This is an optimization exercise on Yosys and OpenROAD, whose aim is small area, a short achievable clock period and few clock cycles, not a production implementation. At most, simulation tests tie the RTL to the original design; equivalence was not proved.

old:
==> flow/design.v <==
module interpolation (
    input           clk,
    input           RST,
    input           START,
    input   [5:0]   H0,
    input   [5:0]   V0,
    input   [3:0]   SW,
    input   [3:0]   SH,
    output          REN,
    input   [7:0]   R_DATA,
    output  [11:0]  ADDR,
    output  [7:0]   O_DATA,
    output          O_VALID
);
    reg [5:0] h0;
    reg [3:0] dh, dv;            
    reg       ract;
    reg [4:0] rrow;
    reg [3:0] rfv;               
    reg [5:0] rtop;              
    reg [3:0] rj;                
    reg       rph;               
    reg [11:0] addr;
    reg       ren;
    reg [2:0] cr;                
    reg [1:0] k1, k2, k3;
    reg [3:0] f1, f2, f3;
    reg [7:0] rd, tp;
    parameter Q = 4;
    reg [7:0] q [0:Q-1];
    wire [7:0] qL = q[0], qR = q[1];
    reg [2:0] cnt;
    reg       oact;
    reg [4:0] oc, orow;
    reg [3:0] ofh;
    reg [7:0] odata;
    reg       ovalid;
    assign REN = ren;
    assign ADDR = addr;
    assign O_DATA = odata;
    assign O_VALID = ovalid;
    function [7:0] lerp;
        input [7:0] a, b;
        input [3:0] f;
        reg [7:0] m0, m1, m2, m3;
        reg [11:0] s;
        begin
            m0 = f[0] ? b : a;
            m1 = f[1] ? b : a;
            m2 = f[2] ? b : a;
            m3 = f[3] ? b : a;
            s = a + m0 + (m1 << 1) + (m2 << 2) + (m3 << 3);
            lerp = s[11:4];
        end
    endfunction
    wire       prod = k3[0];
    wire [7:0] cval = k3[1] ? lerp(tp, rd, f3) : rd;
    wire       need2 = (ofh != 4'd0);
    wire       fire = oact && (cnt != 3'd0) && (!need2 || cnt > 3'd1);
    wire [4:0] hsum = {1'b0, ofh} + {1'b0, dh};
    wire       rowend = (oc == 5'd16);
    wire       shift = fire && (rowend || hsum[4]);
    wire [7:0] oval = need2 ? lerp(qL, qR, ofh) : qL;
    wire       issue_first = ract && !rph && (cr != 3'd0 || shift);
    wire       issue = issue_first || (ract && rph);
    wire       direct = (rfv == 4'd0);
    wire       col_done = rph || (issue_first && direct);
    wire       row_done = col_done && (rj == dh);
    wire [4:0] vsum = {1'b0, rfv} + {1'b0, dv};
    wire [2:0] wslot = cnt - {2'b0, shift};
    always @(posedge clk or posedge RST) begin
        if (RST) begin
            ract <= 1'b0;
            oact <= 1'b0;
            ren <= 1'b1;
            k1 <= 2'd0;
            k2 <= 2'd0;
            k3 <= 2'd0;
            cnt <= 3'd0;
            cr <= Q;
            ovalid <= 1'b0;
        end else begin
            k1 <= issue ? (rph ? 2'd3 : (direct ? 2'd1 : 2'd2)) : 2'd0;
            k2 <= k1;
            k3 <= k2;
            cr <= cr - {2'b0, issue_first} + {2'b0, shift};
            ren <= !issue;
            if (row_done && rrow == 5'd16) ract <= 1'b0;
            ovalid <= fire;
            if (fire && rowend && orow == 5'd16) oact <= 1'b0;
            cnt <= cnt - {2'b0, shift} + {2'b0, prod};
            if (START) begin
                ract <= 1'b1;
                oact <= 1'b1;
            end
        end
    end
    integer i;
    always @(posedge clk) begin
        rd <= R_DATA;
        tp <= rd;
        f1 <= rfv;
        f2 <= f1;
        f3 <= f2;
        if (issue) begin
            if (rph)
                addr <= {addr[11:6] + 6'd1, addr[5:0]};
            else
                addr <= {rtop, (rj == 4'd0) ? h0 : addr[5:0] + 6'd1};
        end
        if (issue_first && !direct) rph <= 1'b1;
        if (col_done) begin
            rph <= 1'b0;
            if (row_done) begin
                rj <= 4'd0;
                rrow <= rrow + 5'd1;
                rfv <= vsum[3:0];
                rtop <= rtop + {5'd0, vsum[4]};
            end else begin
                rj <= rj + 4'd1;
            end
        end
        for (i = 0; i < Q; i = i + 1) begin
            if (prod && wslot == i)
                q[i] <= cval;
            else if (shift && i < Q - 1)
                q[i] <= q[i + 1];
        end
        if (fire) begin
            odata <= oval;
            if (rowend) begin
                oc <= 5'd0;
                ofh <= 4'd0;
                orow <= orow + 5'd1;
            end else begin
                oc <= oc + 5'd1;
                ofh <= hsum[3:0];
            end
        end
        if (START) begin
            h0 <= H0;
            dh <= SW - 4'd1;
            dv <= SH - 4'd1;
            rtop <= V0;
            rfv <= 4'd0;
            rrow <= 5'd0;
            rj <= 4'd0;
            rph <= 1'b0;
            oc <= 5'd0;
            ofh <= 4'd0;
            orow <= 5'd0;
        end
    end
endmodule
clock: 12.0 ns
lec_check: 0
cap_margin: 20
core_margin: 2
core_utilization: 40
place_density: 0.6
slew_margin: 20
run.sh (not shown) runs the stock make flow with config.mk's settings and CLKGATE_MAP_FILE= SYNTH_SCRIPT=/design/flow/synth_recipe.tcl, a recipe that flattens the netlist after the stock synthesis.
Testbench counts of old, summed over its fixed seeds: cycles 32,877.
Input changes introduced in new (baseline for comparison: old):
==> flow/design.v <==
module interpolation (
    input           clk,
    input           RST,
    input           START,
    input   [5:0]   H0,
    input   [5:0]   V0,
    input   [3:0]   SW,
    input   [3:0]   SH,
    output          REN,
    input   [7:0]   R_DATA,
    output  [11:0]  ADDR,
    output  [7:0]   O_DATA,
    output          O_VALID
);
    parameter Q = 5;
    reg [5:0] h0;
    reg [3:0] dh, dv;            
    reg       ract;
    reg [4:0] rrow;
    reg [3:0] rfv;               
    reg [5:0] rtop;              
    reg [3:0] rj;                
    reg       rph;               
    reg [11:0] addr;
    reg       ren;
    reg [2:0] cr;                
    reg [1:0] k1, k2, k3, k4;
    reg [3:0] f1, f2, f3;
    reg [7:0] rd, tp;
    reg [9:0] vp;
    reg [9:0] vr;
    reg [7:0] q [0:Q-1];
    reg [2:0] cnt;
    reg [4:0] oc;
    reg [3:0] ofh;
    reg [9:0] hp;
    reg [9:0] hr;
    reg       hv;
    reg [7:0] odata;
    reg       ovalid;
    assign REN = ren;
    assign ADDR = addr;
    assign O_DATA = odata;
    assign O_VALID = ovalid;
    function [19:0] lerp_a;
        input [7:0] a, b;
        input [3:0] f;
        reg [7:0] m0, m1, m2, m3;
        begin
            m0 = f[0] ? b : a;
            m1 = f[1] ? b : a;
            m2 = f[2] ? b : a;
            m3 = f[3] ? b : a;
            lerp_a[19:10] = {2'b0, a} + {2'b0, m0} + {1'b0, m1, 1'b0};
            lerp_a[9:0] = {2'b0, m2} + {1'b0, m3, 1'b0};
        end
    endfunction
    function [7:0] lerp_b;
        input [9:0] p;
        input [9:0] r;
        reg [11:0] s;
        begin
            s = {2'b0, p} + {r, 2'b0};
            lerp_b = s[11:4];
        end
    endfunction
    wire       prod = k4[0];
    wire [7:0] cval = lerp_b(vp, vr);
    wire [7:0] qL = q[0];
    wire [7:0] qR = q[1];
    wire       need2 = (ofh != 4'd0);
    wire       fire = (cnt != 3'd0) && (!need2 || cnt > 3'd1);
    wire [4:0] hsum = {1'b0, ofh} + {1'b0, dh};
    wire       rowend = (oc == 5'd16);
    wire       shift = fire && (rowend || hsum[4]);
    wire       issue_first = ract && !rph && (cr != 3'd0 || shift);
    wire       issue = issue_first || (ract && rph);
    wire       direct = (rfv == 4'd0);
    wire       col_done = rph || (issue_first && direct);
    wire       row_done = col_done && (rj == dh);
    wire [4:0] vsum = {1'b0, rfv} + {1'b0, dv};
    wire [2:0] wslot = cnt - {2'b0, shift};
    always @(posedge clk or posedge RST) begin
        if (RST) begin
            ract <= 1'b0;
            ren <= 1'b1;
            k1 <= 2'd0;
            k2 <= 2'd0;
            k3 <= 2'd0;
            k4 <= 2'd0;
            cnt <= 3'd0;
            cr <= Q;
            hv <= 1'b0;
            ovalid <= 1'b0;
        end else begin
            k1 <= issue ? (rph ? 2'd3 : (direct ? 2'd1 : 2'd2)) : 2'd0;
            k2 <= k1;
            k3 <= k2;
            k4 <= k3;
            cr <= cr - {2'b0, issue_first} + {2'b0, shift};
            ren <= !issue;
            if (row_done && rrow == 5'd16) ract <= 1'b0;
            if (START) ract <= 1'b1;
            cnt <= cnt - {2'b0, shift} + {2'b0, prod};
            hv <= fire;
            ovalid <= hv;
        end
    end
    integer i;
    always @(posedge clk) begin
        rd <= R_DATA;
        tp <= rd;
        {vp, vr} <= lerp_a(k3[1] ? tp : rd, rd, k3[1] ? f3 : 4'd0);
        f1 <= rfv;
        f2 <= f1;
        f3 <= f2;
        if (issue) begin
            if (rph)
                addr <= {addr[11:6] + 6'd1, addr[5:0]};
            else
                addr <= {rtop, (rj == 4'd0) ? h0 : addr[5:0] + 6'd1};
        end
        if (issue_first && !direct) rph <= 1'b1;
        if (col_done) begin
            rph <= 1'b0;
            if (row_done) begin
                rj <= 4'd0;
                rrow <= rrow + 5'd1;
                rfv <= vsum[3:0];
                rtop <= rtop + {5'd0, vsum[4]};
            end else begin
                rj <= rj + 4'd1;
            end
        end
        for (i = 0; i < Q; i = i + 1) begin
            if (prod && wslot == i)
                q[i] <= cval;
            else if (shift && i < Q - 1)
                q[i] <= q[i + 1];
        end
        {hp, hr} <= lerp_a(qL, qR, ofh);
        odata <= lerp_b(hp, hr);
        if (fire) begin
            if (rowend) begin
                oc <= 5'd0;
                ofh <= 4'd0;
            end else begin
                oc <= oc + 5'd1;
                ofh <= hsum[3:0];
            end
        end
        if (START) begin
            h0 <= H0;
            dh <= SW - 4'd1;
            dv <= SH - 4'd1;
            rtop <= V0;
            rfv <= 4'd0;
            rrow <= 5'd0;
            rj <= 4'd0;
            rph <= 1'b0;
            oc <= 5'd0;
            ofh <= 4'd0;
        end
    end
endmodule
[summary]
new did not stop at any stage, and its layout met the timing, design-rule and antenna checks. old → new: post-route non-filler standard cell count has increased, multi-input gate share of the layout cell area lost 3.4 points, count of hold-fix buffers inserted at cts barely changed, CTS clock-pin slew for the worst setup and hold paths about even. Against old, placeable core region in new came out worse. From old to new the numbers moved as follows: final period utilization decreased by 5.9 points relative to the old numbers, multi-input gate area in the final layout decreased by 0.58% relative to the old numbers. Cmp new vs old: critical path depth lower in new. new reports a higher synthesized netlist cell count than old does.
For new, only the layout was checked, not whether the RTL still works.

Setup of the baseline:
Another version of the RTL of interpolation (not shown whole).
Size in the first run: ~180 flip-flops, ~9200 um^2 of cells after synthesis.
==> module interpolation, before the edit <==
module interpolation (
    input           clk,
    input           RST,
    input           START,
    input   [5:0]   H0,
    input   [5:0]   V0,
    input   [3:0]   SW,
    input   [3:0]   SH,
    output          REN,
    input   [7:0]   R_DATA,
    output  [11:0]  ADDR,
    output  [7:0]   O_DATA,
    output          O_VALID
);
    parameter Q = 5;
    reg [5:0] h0;
    reg [3:0] dh, dv;            
    reg       ract;
    reg [4:0] rrow;              
    reg [3:0] rfv;               
    reg [5:0] rtop;              
    reg [3:0] rj;                
    reg       rph;               
    reg [11:0] addr;
    reg       ren;
    reg [2:0] cr;                
    reg       b1, v2, b2, v3, b3, p4;
    reg [3:0] f1, f2, f3;
    reg [7:0] rd, tp;
    reg [9:0] vp;
    reg [9:0] vr;
    reg [7:0] q [0:Q-1];
    reg [2:0] cnt;
    reg [4:0] oc;                
    reg [3:0] ofh;
    reg [9:0] hp;
    reg [9:0] hr;
    reg       hv;
    reg [7:0] odata;
    reg       ovalid;
    assign REN = ren;
    assign ADDR = addr;
    assign O_DATA = odata;
    assign O_VALID = ovalid;
    localparam [4:0] FIRST = 5'd1, LAST = 5'd24;
    function [4:0] step;
        input [4:0] x;
        step = {x[3:0], x[4] ^ x[2]};
    endfunction
    function [19:0] lerp_a;
        input [7:0] a, b;
        input [3:0] f;
        reg [7:0] m0, m1, m2, m3;
        begin
            m0 = f[0] ? b : a;
            m1 = f[1] ? b : a;
            m2 = f[2] ? b : a;
            m3 = f[3] ? b : a;
            lerp_a[19:10] = {2'b0, a} + {2'b0, m0} + {1'b0, m1, 1'b0};
            lerp_a[9:0] = {2'b0, m2} + {1'b0, m3, 1'b0};
        end
    endfunction
    function [7:0] lerp_b;
        input [9:0] p;
        input [9:0] r;
        reg [11:0] s;
        begin
            s = {2'b0, p} + {r, 2'b0};
            lerp_b = s[11:4];
        end
    endfunction
    wire       prod = p4;
    wire [7:0] cval = lerp_b(vp, vr);
    wire [7:0] qL = q[0];
    wire [7:0] qR = q[1];
    wire       need2 = (ofh != 4'd0);
    wire       fire = (cnt != 3'd0) && (!need2 || cnt > 3'd1);
    wire [4:0] hsum = {1'b0, ofh} + {1'b0, dh};
    wire       rowend = (oc == LAST);
    wire       shift = fire && (rowend || hsum[4]);
    wire       issue_first = ract && !rph && (cr != 3'd0 || shift);
    wire       issue = issue_first || (ract && rph);
    wire       direct = (rfv == 4'd0);
    wire       col_done = rph || (issue_first && direct);
    wire       row_done = col_done && (rj == dh);
    wire [4:0] vsum = {1'b0, rfv} + {1'b0, dv};
    wire [5:0] rbot = rtop + 6'd1;
    wire [2:0] wslot = cnt - {2'b0, shift};
    always @(posedge clk or posedge RST) begin
        if (RST) begin
            ract <= 1'b0;
            ren <= 1'b1;
            v2 <= 1'b0;
            v3 <= 1'b0;
            p4 <= 1'b0;
            cnt <= 3'd0;
            cr <= Q;
            hv <= 1'b0;
            ovalid <= 1'b0;
        end else begin
            v2 <= !ren;
            v3 <= v2;
            p4 <= v3 && (b3 || f3 == 4'd0);
            cr <= cr - {2'b0, issue_first} + {2'b0, shift};
            ren <= !issue;
            if (row_done && rrow == LAST) ract <= 1'b0;
            if (START) ract <= 1'b1;
            cnt <= cnt - {2'b0, shift} + {2'b0, prod};
            hv <= fire;
            ovalid <= hv;
        end
    end
    integer i;
    always @(posedge clk) begin
        rd <= R_DATA;
        tp <= rd;
        b1 <= rph;
        b2 <= b1;
        b3 <= b2;
        {vp, vr} <= lerp_a(b3 ? tp : rd, rd, f3);
        f1 <= rfv;
        f2 <= f1;
        f3 <= f2;
        if (issue) begin
            if (rph)
                addr <= {rbot, addr[5:0]};
            else
                addr <= {rtop, (rj == 4'd0) ? h0 : addr[5:0] + 6'd1};
        end
        if (issue_first && !direct) rph <= 1'b1;
        if (col_done) begin
            rph <= 1'b0;
            if (row_done) begin
                rj <= 4'd0;
                rrow <= step(rrow);
                rfv <= vsum[3:0];
                if (vsum[4]) rtop <= rbot;
            end else begin
                rj <= rj + 4'd1;
            end
        end
        for (i = 0; i < Q; i = i + 1) begin
            if (prod && wslot == i)
                q[i] <= cval;
            else if (shift && i < Q - 1)
                q[i] <= q[i + 1];
        end
        {hp, hr} <= lerp_a(qL, qR, ofh);
        odata <= lerp_b(hp, hr);
        if (fire) begin
            if (rowend) begin
                oc <= FIRST;
                ofh <= 4'd0;
            end else begin
                oc <= step(oc);
                ofh <= hsum[3:0];
            end
        end
        if (START) begin
            h0 <= H0;
            dh <= SW - 4'd1;
            dv <= SH - 4'd1;
            rtop <= V0;
            rfv <= 4'd0;
            rrow <= FIRST;
            rj <= 4'd0;
            rph <= 1'b0;
            oc <= FIRST;
            ofh <= 4'd0;
        end
    end
endmodule
clock: 12.0 ns
lec_check: 0
cap_margin: 20
core_margin: 2
core_utilization: 40
cts_buf_list: sky130_fd_sc_hd__clkbuf_8
place_density: 0.6
slew_margin: 20
standard.sh (not shown) runs the stock make flow with config.mk's settings and CLKGATE_MAP_FILE= SYNTH_SCRIPT=/design/flow/synth_recipe.tcl, a recipe that flattens the netlist after the stock synthesis.
==> flow/flow/run.sh <==
#!/bin/bash
# The standard layout, with repair_timing aiming below the clock period and
# port buffers of the smallest buffer cell.
set -euo pipefail
bash standard.sh SETUP_SLACK_MARGIN=8.6 "BUFFER_PORTS_ARGS=-buffer_cell sky130_fd_sc_hd__buf_1"  finish > flow_standard.log 2>&1
Every stage of the flow completed for the baseline, and the final layout passed the timing, design-rule and antenna checks.
--- input diff the baseline..the candidate ---
--- a/flow/design.v
+++ b/flow/design.v
@@ -27,11 +27,11 @@
     reg       b1, v2, b2, v3, b3, p4;
     reg [3:0] f1, f2, f3;
-    reg [7:0] rd, tp;
-    reg [9:0] vp;
-    reg [9:0] vr;
+    reg [7:0] rd, ta;              
+    reg [7:0] cv;
     reg [7:0] q [0:Q-1];
     reg [2:0] cnt;
     reg [4:0] oc;                
     reg [3:0] ofh;
+    reg       hz, hc, hl;        
     reg [9:0] hp;
     reg [9:0] hr;
@@ -61,4 +61,13 @@
         end
     endfunction
+    function [7:0] lerp;
+        input [7:0] a, b;
+        input [3:0] f;
+        reg [19:0] pr;
+        begin
+            pr = lerp_a(a, b, f);
+            lerp = lerp_b(pr[19:10], pr[9:0]);
+        end
+    endfunction
     function [7:0] lerp_b;
         input [9:0] p;
@@ -71,12 +80,12 @@
     endfunction
     wire       prod = p4;
-    wire [7:0] cval = lerp_b(vp, vr);
+    wire [7:0] cval = cv;
     wire [7:0] qL = q[0];
     wire [7:0] qR = q[1];
-    wire       need2 = (ofh != 4'd0);
-    wire       fire = (cnt != 3'd0) && (!need2 || cnt > 3'd1);
+    wire       fire = (cnt != 3'd0) && (hz || cnt > 3'd1);
+    wire       shift = fire && (hl || hc);
     wire [4:0] hsum = {1'b0, ofh} + {1'b0, dh};
-    wire       rowend = (oc == LAST);
-    wire       shift = fire && (rowend || hsum[4]);
+    wire [4:0] hnext = {1'b0, hsum[3:0]} + {1'b0, dh};
+    wire [4:0] ocnext = step(oc);
     wire       issue_first = ract && !rph && (cr != 3'd0 || shift);
     wire       issue = issue_first || (ract && rph);
@@ -90,5 +99,4 @@
         if (RST) begin
             ract <= 1'b0;
-            ren <= 1'b1;
             v2 <= 1'b0;
             v3 <= 1'b0;
@@ -103,5 +111,4 @@
             p4 <= v3 && (b3 || f3 == 4'd0);
             cr <= cr - {2'b0, issue_first} + {2'b0, shift};
-            ren <= !issue;
             if (row_done && rrow == LAST) ract <= 1'b0;
             if (START) ract <= 1'b1;
@@ -114,18 +121,14 @@
     always @(posedge clk) begin
         rd <= R_DATA;
-        tp <= rd;
+        ta <= b2 ? rd : R_DATA;
         b1 <= rph;
         b2 <= b1;
         b3 <= b2;
-        {vp, vr} <= lerp_a(b3 ? tp : rd, rd, f3);
+        cv <= lerp(ta, rd, f3);
         f1 <= rfv;
         f2 <= f1;
         f3 <= f2;
-        if (issue) begin
-            if (rph)
-                addr <= {rbot, addr[5:0]};
-            else
-                addr <= {rtop, (rj == 4'd0) ? h0 : addr[5:0] + 6'd1};
-        end
+        ren <= !issue;
+        addr <= {rph ? rbot : rtop, h0 + {2'b0, rj}};
         if (issue_first && !direct) rph <= 1'b1;
         if (col_done) begin
@@ -149,10 +152,16 @@
         odata <= lerp_b(hp, hr);
         if (fire) begin
-            if (rowend) begin
+            if (hl) begin
                 oc <= FIRST;
                 ofh <= 4'd0;
+                hz <= 1'b1;
+                hc <= 1'b0;
+                hl <= 1'b0;
             end else begin
-                oc <= step(oc);
+                oc <= ocnext;
                 ofh <= hsum[3:0];
+                hz <= (hsum[3:0] == 4'd0);
+                hc <= hnext[4];
+                hl <= (ocnext == LAST);
             end
         end
@@ -168,4 +177,7 @@
             oc <= FIRST;
             ofh <= 4'd0;
+            hz <= 1'b1;
+            hc <= 1'b0;
+            hl <= 1'b0;
         end
     end
## What came out
Summary of the candidate over the baseline: global-route usage level, met1 demand-to-capacity share in global routing has increased, core utilization comparable.
Comparing the baseline and the candidate, the lower die area is on the candidate.
In the tables for the baseline and the candidate, area of the core region reads higher with the baseline.
No run of this note included a check of the RTL's function; only the layout flow was run.

-- re-timing with driven ports --
No port has a modelled driver above. Below, the same layouts with a new extraction and two added sets of constraints. Step 1 (the two cells are an assumption about what drives the block):
set clk [get_ports {clk}]
set_driving_cell -lib_cell sky130_fd_sc_hd__clkbuf_16 $clk
set_driving_cell -lib_cell sky130_fd_sc_hd__buf_2 [delete_from_list [all_inputs] $clk]
Step 2 moves the port delays by t, midway between the first and last clock arrival at a register: inputs arrive t later, outputs are due t later. That takes back most of the time a late clock gives input paths. Three values: ideal, step 1, step 2; two values: the first two.
run	t, ns	setup slack, ns	worst setup path at the end	worst data-port slew with drivers (ns)
old	0.460	7.141 / 7.141 / 7.141	register to register	0.05
new	0.469	7.847 / 7.847 / 7.847	register to register	0.04
the baseline	0.486	8.507 / 8.467 / 8.381	input to register	0.03
the candidate	0.490	7.989 / 7.989 / 7.989	register to register	0.04
After both steps setup and hold are still met in every run listed. The setup slack of the baseline, which loses most, moves by -0.040 ns with the drivers and by -0.126 ns with both steps.
